This design comes from an exercise in tuning for a short achievable clock period on the open sky130 flow, not from production work.
Where RTL was checked, it was by simulation tests only, not by an equivalence proof against the original.
No activity file was given, so power comes from the tool's default toggle rates.

==> indigo <==
==> flow/design.v (excerpt) <==
module qcv_rv32i_core (
    input  wire        clk_i,
    input  wire        rst_ni,
    input  wire [31:0] hart_id_i,
    input  wire [31:0] boot_addr_i,
    output wire        instr_req_o,
    input  wire        instr_gnt_i,
    input  wire        instr_rvalid_i,
    output wire [31:0] instr_addr_o,
    input  wire [31:0] instr_rdata_i,
    input  wire        instr_err_i,
    output wire        data_req_o,
    input  wire        data_gnt_i,
    input  wire        data_rvalid_i,
    output wire        data_we_o,
    output wire [3:0]  data_be_o,
    output wire [31:0] data_addr_o,
    output wire [31:0] data_wdata_o,
    input  wire [31:0] data_rdata_i,
    input  wire        data_err_i,
    output wire        irq_pending_o,
    output wire        core_busy_o
);
Settings: LEC_CHECK=0, ABC_CLOCK_PERIOD_IN_PS=3000, CAP_MARGIN=20, CORE_MARGIN=2, CORE_UTILIZATION=40, SLEW_MARGIN=20, SYNTH_HIERARCHICAL=1, SYNTH_MINIMUM_KEEP_SIZE=0; clock period 13.0 ns.
standard.sh (not shown) runs the stock make flow with config.mk's settings and CLKGATE_MAP_FILE= SYNTH_SCRIPT=/design/flow/synth_recipe.tcl, a recipe that flattens the netlist after the stock synthesis.
==> flow/flow/run.sh <==
#!/bin/bash
# Layout flow: the standard ORFS flow (standard.sh: its synthesis,
# floorplan, placement, CTS and routing, all at the design's SDC), with
#  - the resizer's repair_timing asked to keep extra setup margin, so that it
#    keeps working on timing after the design meets the design's period;
#  - the port buffers inserted as plain buffers (buf_4) instead of delay cells.
# The full make output goes to flow_make.log in this folder.
set -euo pipefail
bash standard.sh SETUP_SLACK_MARGIN=9.5 "BUFFER_PORTS_ARGS=-buffer_cell sky130_fd_sc_hd__buf_4" finish > flow_make.log 2>&1
==> inputs of delta, as changes to indigo <==
--- a/flow/design.v
+++ b/flow/design.v
@@ -1,25 +1,25 @@
 module qcv_alu (
     input  wire [10:0] op_i,         
     input  wire [31:0] a_i,
     input  wire [31:0] b_i,
     output wire [31:0] add_o,        
-    output wire [31:0] res_o         
+    output wire [31:0] oth_o         
 );
     wire op_add = op_i[0], op_sub = op_i[1], op_sll = op_i[2], op_srl = op_i[3];
     wire op_sra = op_i[4], op_and = op_i[5], op_or = op_i[6], op_xor = op_i[7];
     wire op_slt = op_i[8], op_sltu = op_i[9], op_lui = op_i[10];
-    wire [31:0] bx  = b_i ^ {32{op_sub}};
-    wire [31:0] add = a_i + bx + {31'b0, op_sub};
+    wire [31:0] bx    = b_i ^ {32{op_sub}};
+    wire [32:0] sum33 = {a_i, 1'b1} + {bx, op_sub};
+    wire [31:0] add   = sum33[32:1];
     wire [31:0] sll_r = a_i << b_i[4:0];
     wire [31:0] srl_r = a_i >> b_i[4:0];
     wire [31:0] sra_r = $signed(a_i) >>> b_i[4:0];
     wire        lt_s  = $signed(a_i) < $signed(b_i);
     wire        lt_u  = a_i < b_i;
     assign add_o = add;
-    assign res_o = ({32{op_add}} & add) |
-                   ({32{op_sll}} & sll_r) |
+    assign oth_o = ({32{op_sll}} & sll_r) |
                    ({32{op_srl}} & srl_r) |
                    ({32{op_sra}} & sra_r) |
                    ({32{op_and}} & (a_i & b_i)) |
                    ({32{op_or}}  & (a_i | b_i)) |
                    ({32{op_xor}} & (a_i ^ b_i)) |
@@ -31,10 +31,37 @@
     input  wire [31:0] b_i,
     output wire        eq_o
 );
     assign eq_o = (a_i == b_i);
 endmodule
+module qcv_wsel (
+    input  wire [31:0] add_i,        
+    input  wire [31:0] oth_i,        
+    input  wire [31:0] csr_i,        
+    input  wire [31:0] lrd_i,        
+    input  wire [3:0]  mcd_i,        
+    input  wire [4:0]  ma_i,         
+    input  wire [4:0]  mb_i,
+    input  wire [4:0]  mr_i,
+    input  wire [31:0] opa_e_i, opb_e_i, rfb_e_i,
+    output wire [31:0] cd_o,
+    output wire [31:0] opa_o, opb_o, rfb_o
+);
+    function [31:0] sel;
+        input [4:0]  m;
+        input [31:0] e;
+        begin
+            sel = ({32{m[0]}} & add_i) | ({32{m[1]}} & oth_i) |
+                  ({32{m[2]}} & csr_i) | ({32{m[3]}} & lrd_i) |
+                  ({32{m[4]}} & e);
+        end
+    endfunction
+    assign cd_o  = sel({1'b0, mcd_i}, 32'b0);
+    assign opa_o = sel(ma_i, opa_e_i);
+    assign opb_o = sel(mb_i, opb_e_i);
+    assign rfb_o = sel(mr_i, rfb_e_i);
+endmodule
 module qcv_lsel #(
     parameter W = 1
 ) (
     input  wire         ls_wr_i,       
     input  wire         ls_wgwe_i,     
@@ -73,10 +100,12 @@
     input  wire       f_exc_i,       
     input  wire       taken_i,       
     input  wire       fa_i,          
     input  wire       fb_i,          
     input  wire       fr_i,          
+    input  wire       op_add_i,      
+    input  wire       wsel_i,        
     input  wire       data_gnt_i,
     input  wire       data_rvalid_i,
     input  wire       data_err_i,
     input  wire       instr_gnt_i,
     input  wire       instr_rvalid_i,
@@ -84,13 +113,14 @@
     output wire       ex_o,          
     output wire       exc_o,         
     output wire       flush_o,       
     output wire       we_lsu_o,      
     output wire       cw_o,          
-    output wire       fsa_o,         
-    output wire       fsb_o,
-    output wire       fsr_o,
+    output wire [3:0] mcd_o,         
+    output wire [4:0] ma_o,          
+    output wire [4:0] mb_o,
+    output wire [4:0] mr_o,
     output wire       lrv_o,         
     output wire       push_o,
     output wire       dofetch_o,
     output wire       shift_o,
     output wire       v_n_o,
@@ -111,11 +141,11 @@
     output wire       busy_n_o,
     output wire       ls_wgwe_n_o,
     output wire       ls_wgld_n_o,
     output wire       ls_wr_n_o
 );
-    localparam N = 26;
+    localparam N = 42;
     wire vok   = v_i & ~vexc0_i;
     wire empty = (cnt_i == 2'd0);
     wire push    = instr_rvalid_i & ~dis0_i;
     wire dofetch = ireq_i & instr_gnt_i;
     wire shift   = instr_rvalid_i | dofetch;
@@ -126,10 +156,12 @@
     wire ls_wr_n   = (ls_wgld_i & data_gnt_i) | (ls_wr_i & ~data_rvalid_i);
     wire ls_busy_n = ls_wgwe_n | ls_wgld_n | ls_wr_n;
     function [N-1:0] cof;
         input [1:0] c;
         reg run, ex, exc, flush, we_lsu, cw, pop, idf_n, v_n, vexc0_n, wa_clr, wa_ld;
+        reg [3:0] mcd;
+        reg fa, fb, fr;
         reg [1:0] cnt_n;
         reg os0_n, os1_n, ireq_n, busy_n, wp_n, rp_n, fva0_n, fva1_n, dis0_n, dis1_n;
         begin
             case (c)
                 2'd0: begin
@@ -179,21 +211,26 @@
             dis1_n = flush | (~dofetch & dis1_i);
             os1_n  = ~flush & (dofetch | (~instr_rvalid_i & os0_i & os1_i));
             os0_n  = ~flush & (shift ? os1_i : os0_i);
             ireq_n = ~(cnt_n == 2'd2) & ~os1_n;
             busy_n = os0_n | os1_n | ireq_n | ls_busy_n;
-            cof = {run, ex, exc, flush, we_lsu, cw, cw & fa_i, cw & fb_i, cw & fr_i,
+            mcd = {we_lsu, ~we_lsu & wsel_i, ~we_lsu & ~wsel_i, ~we_lsu & ~wsel_i & op_add_i};
+            fa = cw & fa_i;
+            fb = cw & fb_i;
+            fr = cw & fr_i;
+            cof = {run, ex, exc, flush, we_lsu, cw, mcd,
+                   ~fa, {4{fa}} & mcd, ~fb, {4{fb}} & mcd, ~fr, {4{fr}} & mcd,
                    v_n, vexc0_n, wa_clr, wa_ld, idf_n, cnt_n, wp_n, rp_n, fva0_n, fva1_n,
                    os0_n, os1_n, dis0_n, dis1_n, ireq_n, busy_n};
         end
     endfunction
     wire [N-1:0] y;
     qcv_lsel #(.W(N)) u_lsel (
         .ls_wr_i(ls_wr_i), .ls_wgwe_i(ls_wgwe_i),
         .data_gnt_i(data_gnt_i), .data_rvalid_i(data_rvalid_i), .data_err_i(data_err_i),
         .x0_i(cof(2'd0)), .x10_i(cof(2'd1)), .x11_i(cof(2'd2)), .y_o(y));
-    assign {run_o, ex_o, exc_o, flush_o, we_lsu_o, cw_o, fsa_o, fsb_o, fsr_o,
+    assign {run_o, ex_o, exc_o, flush_o, we_lsu_o, cw_o, mcd_o, ma_o, mb_o, mr_o,
             v_n_o, vexc0_n_o, wa_clr_o, wa_ld_o, idf_n_o, cnt_n_o, wp_n_o, rp_n_o, fva0_n_o, fva1_n_o,
             os0_n_o, os1_n_o, dis0_n_o, dis1_n_o, ireq_n_o, busy_n_o} = y;
     assign lrv_o       = ls_wr_i & data_rvalid_i;
     assign push_o      = push;
     assign dofetch_o   = dofetch;
@@ -927,16 +964,18 @@
     wire [10:0] h_op   = rp_q ? p1_op   : p0_op;
     wire [1:0]  h_cop  = rp_q ? p1_cop  : p0_cop;
     wire [9:0]  h_csel = rp_q ? p1_csel : p0_csel;
     wire [7:0]  h_cwr  = rp_q ? p1_cwr  : p0_cwr;
     wire [31:1] h_waoh = rp_q ? p1_waoh : p0_waoh;
-    wire [31:0] add, alu_res;
+    wire [31:0] add, alu_oth;
     wire        eq;
-    qcv_alu u_alu (.op_i(op_q), .a_i(opa_q), .b_i(opb_q), .add_o(add), .res_o(alu_res));
+    qcv_alu u_alu (.op_i(op_q), .a_i(opa_q), .b_i(opb_q), .add_o(add), .oth_o(alu_oth));
     qcv_eq  u_eq  (.a_i(opa_q), .b_i(opb_q), .eq_o(eq));
     wire        taken = jmp_q | br_al_q | (br_eq_q & eq) | (br_ne_q & ~eq);
-    wire        run, ex, exc, flush, we_lsu, cw, fsa, fsb, fsr, lrv, push, dofetch, shift;
+    wire        run, ex, exc, flush, we_lsu, cw, lrv, push, dofetch, shift;
+    wire [3:0]  mcd;
+    wire [4:0]  ma, mb, mr;
     wire        v_n, vexc0_n, wa_clr, wa_ld, idf_n, wp_n, rp_n, fva0_n, fva1_n;
     wire        os0_n, os1_n, dis0_n, dis1_n, ireq_n, busy_n, ls_wgwe_n, ls_wgld_n, ls_wr_n;
     wire [1:0]  cnt_n;
     wire        ls_idle = ~ls_wgwe_q & ~ls_wgld_q & ~ls_wr_q;
     wire        h_fa, h_fb, h_fr;
@@ -944,15 +983,15 @@
         .v_i(v_q), .vexc0_i(vexc0_q), .idf_i(idf_q), .rfwe_i(rfwe_q), .dreq_i(dreq_q),
         .dwe_dec_i(dwe_dec_q), .ls_wgwe_i(ls_wgwe_q), .ls_wgld_i(ls_wgld_q), .ls_wr_i(ls_wr_q),
         .ireq_i(~ireqn_q), .cnt_i(cnt_q), .wp_i(wp_q), .rp_i(rp_q), .fva0_i(fva0_q), .fva1_i(fva1_q),
         .os0_i(os0_q), .os1_i(os1_q), .dis0_i(dis0_q), .dis1_i(dis1_q),
         .f_va_i(f_va), .f_exc_i(f_va & (f_er | h_ill)), .taken_i(taken),
-        .fa_i(h_fa), .fb_i(h_fb), .fr_i(h_fr),
+        .fa_i(h_fa), .fb_i(h_fb), .fr_i(h_fr), .op_add_i(op_q[0]), .wsel_i(wsel_q),
         .data_gnt_i(data_gnt_i), .data_rvalid_i(data_rvalid_i), .data_err_i(data_err_i),
         .instr_gnt_i(instr_gnt_i), .instr_rvalid_i(instr_rvalid_i),
         .run_o(run), .ex_o(ex), .exc_o(exc), .flush_o(flush), .we_lsu_o(we_lsu), .cw_o(cw),
-        .fsa_o(fsa), .fsb_o(fsb), .fsr_o(fsr), .lrv_o(lrv), .push_o(push), .dofetch_o(dofetch),
+        .mcd_o(mcd), .ma_o(ma), .mb_o(mb), .mr_o(mr), .lrv_o(lrv), .push_o(push), .dofetch_o(dofetch),
         .shift_o(shift),
         .v_n_o(v_n), .vexc0_n_o(vexc0_n), .wa_clr_o(wa_clr), .wa_ld_o(wa_ld), .idf_n_o(idf_n),
         .cnt_n_o(cnt_n), .wp_n_o(wp_n), .rp_n_o(rp_n), .fva0_n_o(fva0_n), .fva1_n_o(fva1_n),
         .os0_n_o(os0_n), .os1_n_o(os1_n), .dis0_n_o(dis0_n), .dis1_n_o(dis1_n),
         .ireq_n_o(ireq_n), .busy_n_o(busy_n),
@@ -976,12 +1015,11 @@
                             ({32{csel_q[9]}} & hart_q);
     wire [31:0] csr_wd = (csr_op_q == 2'b01) ? opa_q :
                          (csr_op_q == 2'b10) ? (csr_rdata | opa_q) :
                          (csr_op_q == 2'b11) ? (csr_rdata & ~opa_q) : csr_rdata;
     wire [31:0] lrd_v  = {32{lrdv_q}} & lrd_q;
-    wire [31:0] id_wd  = wsel_q ? csr_rdata : alu_res;
-    wire [31:0] cd     = we_lsu ? lrd_v : id_wd;
+    wire [31:0] cd, opa_n, opb_n, rfb_n;
     wire [991:0] rf_flat;
     genvar gj;
     generate
         for (gj = 1; gj < 32; gj = gj + 1) begin : g_flat
             assign rf_flat[gj*32-32 +: 32] = rf_q[gj];
@@ -1006,13 +1044,15 @@
     wire [31:0] opb_e = h_bimm ? h_imm : vb;
     wire [31:0] rfb_e = vb;
     assign h_fa = h_arf & ca;
     assign h_fb = ~h_bimm & cb;
     assign h_fr = cb;
-    wire [31:0] opa_n  = fsa ? cd : opa_e;
-    wire [31:0] opb_n  = fsb ? cd : opb_e;
-    wire [31:0] rfb_n  = fsr ? cd : rfb_e;
+    qcv_wsel u_wsel (
+        .add_i(add), .oth_i(alu_oth), .csr_i(csr_rdata), .lrd_i(lrd_v),
+        .mcd_i(mcd), .ma_i(ma), .mb_i(mb), .mr_i(mr),
+        .opa_e_i(opa_e), .opb_e_i(opb_e), .rfb_e_i(rfb_e),
+        .cd_o(cd), .opa_o(opa_n), .opb_o(opb_n), .rfb_o(rfb_n));
     always @(posedge clk_i or negedge rst_ni) begin
         if (!rst_ni) begin
             v_q     <= 1'b0;
             vexc0_q <= 1'b0;
             wa_oh_q <= 31'b0;
==> comparison table <==
metric                                                                    indigo                    delta
Run status                                               complete, no violations  complete, no violations
Drt pass-1 iters                                                               8                       10
Final worst setup slack                                                  8368 ps                  8627 ps
Clock network power                                                      6.20 mW                  6.31 mW
Antenna cell count                                                            17                       12
Worst slack after detailed placement                                     6834 ps                  7219 ps
Met2 Routed Length                                                     195900 um                210400 um
Hold Slack                                                              421.3 ps                 412.5 ps
Tap cell instance count                                                     3515                     3552
Width of the die                                                        517.1 um                 522.8 um
Detail Placement HPWL                                                  262600 um                278900 um
Power share of the clock group                                             0.195                    0.175
Share of the final layout cell area in sequential cells                   0.4790                   0.4721
Largest net degree at the start of global routing                            128                       80
Seq. cell area                                                        59950 um^2               59960 um^2
Filler Cell Count                                                          23010                    23640
Total design power                                                      31.83 mW                 36.10 mW
Maximum VDD drop                                                     0.0001717 V              0.0001711 V
Function not checked in indigo: the RTL went through the layout flow alone.

[separate check: timing with driven ports]
In the flow no input, the clock included, has a driving cell. The finished layouts below were timed again as built, in two steps. Step 1: set_driving_cell puts a clkbuf_16 on clk_i and a buf_2 on each other input, an assumption about the parent block. Step 2 times the ports against the registers' clock, not the clock port: input delays grow and output delays shrink by t, the midpoint of the rising clock arrivals with the driver on. a / b / c = no drivers / after step 1 / after step 2; a / b = the first two.
run | t, ns | setup slack, ns | cell pins on the clock port's net
indigo | 0.986 | 8.368 / 8.368 / 7.911 | 1
delta | 0.998 | 8.627 / 8.627 / 8.093 | 1
After both steps setup and hold are still met in every run listed. For delta, which loses most, drivers alone change the setup slack by 0.000 ns; drivers and shift together by -0.534 ns.
